Context: an optimization exercise on an open-source flow, tuned for small area. The choices shown serve that exercise and are no tape-out recipe.
Power figures rest on the tool's default switching activity, not on a simulated workload.

==> onyx: inputs <==
## controlx
module controlx(
  input  wire        clk,
  input  wire [31:0] inp1, inp2,
  output wire [31:0] out,
  output wire        underflow,
  output wire        overflow
);
  reg  [5:0]  cnt;
  reg         bq;       
  reg  [2:0]  yq;       
  reg  [24:0] acc;      
  reg  [22:0] mant;
  reg         nf;
  wire [63:0] bsel = {40'd0, 1'b1, inp2[22:0]};
  wire [23:0] ma   = {1'b1, inp1[22:0]};
  always @(posedge clk) begin
    cnt <= cnt + 6'd1;
    bq  <= bsel[cnt];
    yq  <= inp1[2:0] & {3{bsel[cnt]}};
    acc <= sum;
  end
  wire [23:0] x = acc[24:1];
  wire [23:0] y = {ma[23:3] & {21{bq}}, yq};
  wire [24:0] c;
  wire [24:0] sum;
  genvar i;
  ha u0 (.a(x[0]), .b(y[0]), .s(sum[0]), .co(c[1]));
  generate for (i = 1; i < 24; i = i + 1) begin : rc
    fa u (.a(x[i]), .b(y[i]), .ci(c[i]), .s(sum[i]), .co(c[i+1]));
  end endgenerate
  assign sum[24] = c[24];
  always @(posedge clk) begin
    if ((cnt == 6'd25 && !acc[24]) || (cnt == 6'd26 && acc[23])) begin
      mant <= acc[22:0];
      nf   <= cnt[1];
    end
  end
  wire [7:0] ea = inp1[30:23];
  wire [7:0] eb = inp2[30:23];
  wire [8:0] ec;
  wire [7:0] E;
  assign ec[0] = nf;
  generate for (i = 0; i < 8; i = i + 1) begin : ex
    fa u (.a(ea[i]), .b(eb[i]), .ci(ec[i]), .s(E[i]), .co(ec[i+1]));
  end endgenerate
  wire [7:0] ic;
  assign ic[0] = 1'b1;
  generate for (i = 0; i < 7; i = i + 1) begin : inc
  ...
==> module ha, before the edit <==
module ha(
  input  wire a, b,
  output wire s, co
);
  assign s  = a ^ b;
  assign co = a & b;
endmodule
==> module controlx, before the edit <==
module controlx(
  input  wire        clk,
  input  wire [31:0] inp1, inp2,
  output wire [31:0] out,
  output wire        underflow,
  output wire        overflow
);
  reg  [5:0]  cnt;
  reg         bq;       
  reg  [2:0]  yq;       
  reg  [24:0] acc;      
  reg  [22:0] mant;
  reg         nf;
  wire [63:0] bsel = {40'd0, 1'b1, inp2[22:0]};
  wire [23:0] ma   = {1'b1, inp1[22:0]};
  always @(posedge clk) begin
    cnt <= cnt + 6'd1;
    bq  <= bsel[cnt];
    yq  <= inp1[2:0] & {3{bsel[cnt]}};
    acc <= sum;
  end
  wire [23:0] x = acc[24:1];
  wire [23:0] y = {ma[23:3] & {21{bq}}, yq};
  wire [24:0] c;
  wire [24:0] sum;
  genvar i;
  ha u0 (.a(x[0]), .b(y[0]), .s(sum[0]), .co(c[1]));
  generate for (i = 1; i < 24; i = i + 1) begin : rc
    fa u (.a(x[i]), .b(y[i]), .ci(c[i]), .s(sum[i]), .co(c[i+1]));
  end endgenerate
  assign sum[24] = c[24];
  always @(posedge clk) begin
    if ((cnt == 6'd25 && !acc[24]) || (cnt == 6'd26 && acc[23])) begin
      mant <= acc[22:0];
      nf   <= cnt[1];
    end
  end
  wire [7:0] ea = inp1[30:23];
  wire [7:0] eb = inp2[30:23];
  wire [8:0] ec;
  wire [7:0] E;
  assign ec[0] = nf;
  generate for (i = 0; i < 8; i = i + 1) begin : ex
    fa u (.a(ea[i]), .b(eb[i]), .ci(ec[i]), .s(E[i]), .co(ec[i+1]));
  end endgenerate
  wire [7:0] ic;
  assign ic[0] = 1'b1;
  generate for (i = 0; i < 7; i = i + 1) begin : inc
    assign ic[i+1] = ic[i] & E[i];
  end endgenerate
  wire [7:0] e = (E ^ ic) ^ 8'h80;
  assign underflow = ~ec[8] & ~E[7] & (nf | ~ic[7]);
  assign overflow  = ec[8] & (E[7] | (~nf & ic[7]));
  assign out[31]    = inp1[31] ^ inp2[31];
  assign out[30:23] = underflow ? {6'd0, nf, ~nf} : e;
  assign out[22:0]  = mant;
endmodule
==> flow/config.mk <==
export PLATFORM = sky130hd
export DESIGN_NAME = controlx
export DESIGN_NICKNAME = controlx
export VERILOG_FILES = /design/flow/design.v
export SDC_FILE = /design/flow/constraint.sdc
export NUM_CORES = 4
export LEC_CHECK = 0
export CAP_MARGIN = 20
export CORE_MARGIN = 2
export CORE_UTILIZATION = 75
export CTS_BUF_LIST = sky130_fd_sc_hd__clkbuf_4
export CTS_CLUSTER_DIAMETER = 200
export CTS_CLUSTER_SIZE = 30
export SLEW_MARGIN = 20
export SYNTH_HIERARCHICAL = 1
export SYNTH_MINIMUM_KEEP_SIZE = 0
==> flow/constraint.sdc <==
create_clock -name core_clock -period 10.0 [get_ports {clk}]
set_input_delay 2.0000 -clock core_clock [delete_from_list [all_inputs] [get_ports {clk}]]
set_output_delay 2.0000 -clock core_clock [all_outputs]
set_load 0.01 [all_outputs]
standard.sh (not shown) runs the stock make flow with config.mk's settings and CLKGATE_MAP_FILE= SYNTH_SCRIPT=/design/flow/synth_recipe.tcl, a recipe that flattens the netlist after the stock synthesis.
==> flow/flow/run.sh <==
#!/bin/bash
# The standard layout, with the smallest buffer on the ports.
set -euo pipefail
bash standard.sh BUFFER_PORTS_ARGS="-buffer_cell sky130_fd_sc_hd__buf_1" finish > make.log 2>&1
==> willow: changes against onyx <==
--- a/flow/design.v
+++ b/flow/design.v
@@ -5,11 +5,4 @@
   assign s  = a ^ b ^ ci;
   assign co = (a & b) | (a & ci) | (b & ci);
-endmodule
-module ha(
-  input  wire a, b,
-  output wire s, co
-);
-  assign s  = a ^ b;
-  assign co = a & b;
 endmodule
 module controlx(
@@ -22,5 +15,4 @@
   reg  [5:0]  cnt;
   reg         bq;       
-  reg  [2:0]  yq;       
   reg  [24:0] acc;      
   reg  [22:0] mant;
@@ -31,14 +23,13 @@
     cnt <= cnt + 6'd1;
     bq  <= bsel[cnt];
-    yq  <= inp1[2:0] & {3{bsel[cnt]}};
     acc <= sum;
   end
   wire [23:0] x = acc[24:1];
-  wire [23:0] y = {ma[23:3] & {21{bq}}, yq};
+  wire [23:0] y = ma & {24{bq}};
   wire [24:0] c;
   wire [24:0] sum;
+  assign c[0] = 1'b0;
   genvar i;
-  ha u0 (.a(x[0]), .b(y[0]), .s(sum[0]), .co(c[1]));
-  generate for (i = 1; i < 24; i = i + 1) begin : rc
+  generate for (i = 0; i < 24; i = i + 1) begin : rc
     fa u (.a(x[i]), .b(y[i]), .ci(c[i]), .s(sum[i]), .co(c[i+1]));
   end endgenerate
- CORE_UTILIZATION: 75 -> 70
- CTS_BUF_LIST: sky130_fd_sc_hd__clkbuf_4 -> default
- CTS_CLUSTER_DIAMETER: 200 -> default
- CTS_CLUSTER_SIZE: 30 -> default
==> summary of the runs <==
- Core utilization: onyx is higher than willow (5.0 points).
- Clock power: willow is smaller than onyx (43%).
- In onyx the sequential share of layout area is higher than in willow, by 0.17 points.
- Of onyx and willow, willow has the higher critical path depth (gap 3).
- Setup slack: onyx is better than willow (0.65 ns).
- Against onyx, the fmax of willow is lower by 6.2%.
- Clock skew: onyx is higher than willow (0.0026 ns).
- Between onyx and willow, the lower register-to-register slack is in onyx (gap 0.05 ns).
- willow completed and failed the layout checks on negative setup slack. onyx produced a clean layout.
- Between onyx and willow, the lower sequential cell count is in willow (gap 3).
- Hold slack: willow is worse than onyx (0.023 ns).
- Of onyx and willow, onyx has the higher cell count (gap 5.8%, measured against willow).
Function was not checked in any run of this note: the RTL went through the layout flow alone.

[afterwards: timing with drivers on the ports]
Ports are ideal in the flow. The routed layouts listed here were re-timed in OpenROAD. Step 1 assumes that a clkbuf_16 drives the clock port and a buf_2 every other input. Step 2 moves the port delays by t, midway between the first and last clock arrival at a register: inputs arrive t later, outputs are due t later. That takes back most of the time a late clock gives input paths. Three values: ideal ports, drivers, drivers and shift; two values: the first two.
run | t (ns) | setup WS [ns] | hold WS [ns] | pins driven straight from the clock port
onyx | 0.428 | 0.145 / 0.143 / -0.285 | 0.438 / 0.438 / 0.438 | 1
willow | 0.334 | -0.506 / -0.501 / -0.835 | 0.415 / 0.415 / 0.415 | 1
Met with ideal ports but missed after step 2: setup timing in onyx. The setup slack of onyx, which loses most, moves by -0.002 ns with the drivers and by -0.430 ns with both steps.
